What follows belongs to an exercise in optimizing a design on an open flow for small area and a short achievable clock period; a production flow would make more cautious choices.
Where RTL was checked, it was by simulation tests only, not by an equivalence proof against the original.
No driver is modelled on the clock port, so clock power and skew are understated where the tree is cut down; a real chip needs a root buffer or a tree.
Power figures rest on the tool's default switching activity, not on a simulated workload.

red:
Design M216A_TopModule, start of the top module:
module M216A_TopModule(
    input           clk_i,
    input           rst_i,
    input  [4 : 0]  width_i,
    input  [4 : 0]  height_i,
    output [7 : 0]  index_x_o,
    output [7 : 0]  index_y_o,
    output [3 : 0]  strike_o
);
For scale: ~32 I/O pins, about 0.0074 mm² of cells after synthesis.
clock: 3.3 ns
lec_check: 0
abc_area: 1
cap_margin: 20
core_margin: 2
core_utilization: 40
cts_buf_list: sky130_fd_sc_hd__clkbuf_4 sky130_fd_sc_hd__clkbuf_8
cts_cluster_size: 30
setup_slack_margin: 1.7
slew_margin: 20
tns_end_percent: 0
standard.sh (not shown) runs the stock make flow with config.mk's settings and CLKGATE_MAP_FILE= SYNTH_SCRIPT=/design/flow/synth_recipe.tcl, a recipe that flattens the netlist after the stock synthesis.
==> flow/flow/run.sh <==
#!/bin/bash
# Standard ORFS layout with these changes: sizing may change a cell's footprint,
# the port buffers are buf_2 cells, and CTS builds a shallow tree of clkbuf_16
# cells without dummy loads.
set -euo pipefail
bash standard.sh synth > synth.log 2>&1
bash standard.sh MATCH_CELL_FOOTPRINT=0 \
  "BUFFER_PORTS_ARGS=-buffer_cell sky130_fd_sc_hd__buf_2" \
  "CTS_ARGS=-sink_clustering_enable -repair_clock_nets -dont_use_dummy_load -sink_clustering_size 45 -sink_clustering_max_diameter 500 -buf_list {sky130_fd_sc_hd__clkbuf_16} -root_buf sky130_fd_sc_hd__clkbuf_16" \
  finish > layout.log 2>&1
## Diff of input files: blue against red
Settings: changing SETUP_SLACK_MARGIN from 1.7 to 1.55.
==> flow/flow/run.sh <==
#!/bin/bash
# Standard ORFS layout with three changes: sizing may change a cell's footprint,
# the port buffers are buf_2 cells, and CTS adds no dummy loads.
set -euo pipefail
bash standard.sh synth > synth.log 2>&1
bash standard.sh MATCH_CELL_FOOTPRINT=0 \
  "BUFFER_PORTS_ARGS=-buffer_cell sky130_fd_sc_hd__buf_2" \
  "CTS_ARGS=-sink_clustering_enable -repair_clock_nets -dont_use_dummy_load -sink_clustering_size 30 -buf_list {sky130_fd_sc_hd__clkbuf_4 sky130_fd_sc_hd__clkbuf_8}" \
  finish > layout.log 2>&1
==> run summary <==
- Remaining max-slew budget at the tightest pin delta (blue − red): unfavourable
- Final area, blue vs red: down by a few percent
- Delta (blue minus red): power per standard cell area went down by 6.2%; routed wire length fell 89 µm; global-route usage flat.
- Summary of blue over red: maximum frequency saw a decrease, power after layout saw a decrease, maximum ir drop on the vdd rail saw a decrease, fraction of area in registers saw an increase, clock network power consumption saw a decrease.
Input changes introduced in green (baseline for comparison: blue):
Settings: changing TNS_END_PERCENT from 0 to 10; changing SETUP_SLACK_MARGIN from 1.55 to 1.85.
Findings:
- Measured against each other, blue and green differ in part of the power in combinational logic, the higher figure coming from green.
- [compare] base=blue new=green: non-clock inverter count in the final layout went up; buffers plus inverters on the worst setup path went up; final critical delay including setup and external delays did not really move.
### green -> orange
Settings: swapping 1.85 for 1.7 in SETUP_SLACK_MARGIN; swapping 10 for 0 in TNS_END_PERCENT.
Results
- Number of buffer and inverter stages on the critical path down 4 in orange wrt green
- Global-route wire length before repair (orange over green): decrease, 1500 µm
- Number of antenna violations at the first check in global routing: green vs orange identical
- orange completed; timing, DRC and antenna clean

========
old:
Another version of the RTL of M216A_TopModule (not shown whole).
For scale: ~760 cells after synthesis, ~180 flip-flops, ~7400 um2 of cells after synthesis.
Design M216A_TopModule, start of the top module:
module M216A_TopModule(
    input           clk_i,
    input           rst_i,
    input  [4 : 0]  width_i,
    input  [4 : 0]  height_i,
    output [7 : 0]  index_x_o,
    output [7 : 0]  index_y_o,
    output [3 : 0]  strike_o
);
==> flow/config.mk <==
export PLATFORM = sky130hd
export DESIGN_NAME = M216A_TopModule
export DESIGN_NICKNAME = M216A_TopModule
export VERILOG_FILES = /design/flow/design.v
export SDC_FILE = /design/flow/constraint.sdc
export NUM_CORES = 4
export LEC_CHECK = 0
export ABC_AREA = 1
export CAP_MARGIN = 20
export CORE_MARGIN = 2
export CORE_UTILIZATION = 40
export CTS_BUF_LIST = sky130_fd_sc_hd__clkbuf_4 sky130_fd_sc_hd__clkbuf_8
export CTS_CLUSTER_SIZE = 30
export SETUP_SLACK_MARGIN = 1.7
export SLEW_MARGIN = 20
export TNS_END_PERCENT = 0
==> flow/constraint.sdc <==
create_clock -name core_clock -period 3.3 [get_ports {clk_i}]
set_input_delay 0.6600 -clock core_clock [delete_from_list [all_inputs] [get_ports {clk_i}]]
set_output_delay 0.6600 -clock core_clock [all_outputs]
set_load 0.01 [all_outputs]
==> flow/flow/run.sh <==
#!/bin/bash
# Standard ORFS layout with these changes: sizing may change a cell's footprint,
# the port buffers are buf_2 cells, and the clock tree is the two-level tree
# that flow/cts_tree.tcl builds (see there).
set -euo pipefail
bash standard.sh synth > synth.log 2>&1
bash standard.sh MATCH_CELL_FOOTPRINT=0 \
  "BUFFER_PORTS_ARGS=-buffer_cell sky130_fd_sc_hd__buf_2" \
  "PRE_CTS_TCL=$PWD/flow/cts_tree.tcl" \
  finish > layout.log 2>&1
==> flow/flow/cts_tree.tcl <==
# Hook run by ORFS's cts.tcl before clock_tree_synthesis (PRE_CTS_TCL).
# Builds a two-level clock tree instead: the registers are split into two
# halves by median x and each half into four groups by y quartiles; each
# group's clock pins are driven by a clkbuf_16 at the group's centre, and
# the four leaf buffers of a half by a clkbuf_16 at their centre, which the
# clock port drives.  clock_tree_synthesis is then replaced by a no-op; the
# rest of cts.tcl (legalisation, timing repair, writing the results) runs as
# usual.

set db [ord::get_db]
set block [ord::get_db_block]
set master [$db findMaster sky130_fd_sc_hd__clkbuf_16]
set clk_net [[$block findBTerm clk_i] getNet]

proc sink_xy { it } {
  set bb [[$it getInst] getBBox]
  return [list [expr {([$bb xMin] + [$bb xMax]) / 2}] [expr {([$bb yMin] + [$bb yMax]) / 2}]]
}

# split items (lists whose elements idx is a coordinate) into n parts of
# nearly equal size along that coordinate
proc split_by { items idx n } {
  set s [lsort -integer -index $idx $items]
  set len [llength $s]
  set parts {}
  for { set i 0 } { $i < $n } { incr i } {
    set a [expr {($i * $len) / $n}]
    set b [expr {(($i + 1) * $len) / $n - 1}]
    lappend parts [lrange $s $a $b]
  }
  return $parts
}

proc centre { items } {
  set sx 0
  set sy 0
  foreach s $items {
    incr sx [lindex $s 1]
    incr sy [lindex $s 2]
  }
  set n [llength $items]
  return [list [expr {$sx / $n}] [expr {$sy / $n}]]
}

proc add_buffer { name x y in_net out_name } {
  global block master
  set inst [odb::dbInst_create $block $master $name]
  $inst setLocation $x $y
  $inst setPlacementStatus PLACED
  set net [odb::dbNet_create $block $out_name]
  $net setSigType CLOCK
  [$inst findITerm A] connect $in_net
  [$inst findITerm X] connect $net
  return $net
}

set sinks {}
foreach it [$clk_net getITerms] {
  lappend sinks [concat [list $it] [sink_xy $it]]
}
puts "cts_tree: [llength $sinks] clock sinks"

set h 0
foreach half [split_by $sinks 1 2] {
  set leaves [split_by $half 2 4]
  set cs {}
  foreach grp $leaves {
    lappend cs [concat [list {}] [centre $grp]]
  }
  lassign [centre $cs] hx hy
  set hnet [add_buffer "clkbuf_tree_$h" $hx $hy $clk_net "clknet_tree_$h"]
  puts "cts_tree: clkbuf_tree_$h at ($hx, $hy)"
  set l 0
  foreach grp $leaves {
    lassign [centre $grp] cx cy
    set lnet [add_buffer "clkbuf_tree_${h}_$l" $cx $cy $hnet "clknet_tree_${h}_$l"]
    foreach s $grp {
      set it [lindex $s 0]
      $it disconnect
      $it connect $lnet
    }
    puts "cts_tree: clkbuf_tree_${h}_$l drives [llength $grp] sinks at ($cx, $cy)"
    incr l
  }
  incr h
}
$clk_net setSigType CLOCK
global_connect
set_propagated_clock [all_clocks]

rename clock_tree_synthesis cts_tree_unused_clock_tree_synthesis
proc clock_tree_synthesis { args } {
  puts "cts_tree: clock tree already built, clock_tree_synthesis skipped"
}
Status: old FAILED at clock tree synthesis (4_1_cts) (tool error)
The inputs of new differ from those of old as listed below.
--- a/flow/flow/cts_tree.tcl
+++ b/flow/flow/cts_tree.tcl
@@ -8,8 +8,7 @@
 # usual.
 
-set db [ord::get_db]
-set block [ord::get_db_block]
-set master [$db findMaster sky130_fd_sc_hd__clkbuf_16]
-set clk_net [[$block findBTerm clk_i] getNet]
+set ::cts_tree_block [ord::get_db_block]
+set ::cts_tree_master [[ord::get_db] findMaster sky130_fd_sc_hd__clkbuf_16]
+set clk_net [[$::cts_tree_block findBTerm clk_i] getNet]
 
 proc sink_xy { it } {
@@ -44,9 +43,8 @@
 
 proc add_buffer { name x y in_net out_name } {
-  global block master
-  set inst [odb::dbInst_create $block $master $name]
+  set inst [odb::dbInst_create $::cts_tree_block $::cts_tree_master $name]
   $inst setLocation $x $y
   $inst setPlacementStatus PLACED
-  set net [odb::dbNet_create $block $out_name]
+  set net [odb::dbNet_create $::cts_tree_block $out_name]
   $net setSigType CLOCK
   [$inst findITerm A] connect $in_net
--- outcome ---
new finished end to end and its layout was clean on timing, DRC and antenna. Fraction of synthesized cell area in xor and xnor cells: old vs new identical. Reported for new and old, effective utilization at floorplan turned out identical to the last digit. On compound-gate portion of the synthesized area, new and old are neck and neck.
Function was not checked in any run of this note: the RTL went through the layout flow alone. The clock cells of new come from the design's own scripts or RTL, not from TritonCTS.

## what the ideal ports hide
In the flow no input, the clock included, has a driving cell. The finished layouts below were timed again as built, in two steps. Step 1, drivers: a clkbuf_16 drives clk_i and a buf_2 each remaining input, both assumed. Step 2, shift: input delay + t, output delay - t, t = (earliest + latest rising clock arrival at the registers) / 2. This alone moves slack from input paths to output paths. Three values: ideal, step 1, step 2; two values: the first two.
run	t, ns	setup slack, ns	worst setup path after step 2	slew at the worst register clock pin (ns)
red	0.467	1.613 / 1.613 / 1.488	input to register	0.07 / 0.07
blue	0.479	1.567 / 1.567 / 1.526	input to register	0.09 / 0.09
green	0.497	1.564 / 1.564 / 1.505	input to register	0.10 / 0.10
orange	0.490	1.597 / 1.597 / 1.494	input to register	0.09 / 0.09
new	0.366	1.627 / 1.627 / 1.534	input to register	0.09 / 0.09
After both steps every run listed still meets setup and hold. The setup slack of red, which loses most, moves by 0.000 ns with the drivers and by -0.125 ns with both steps.
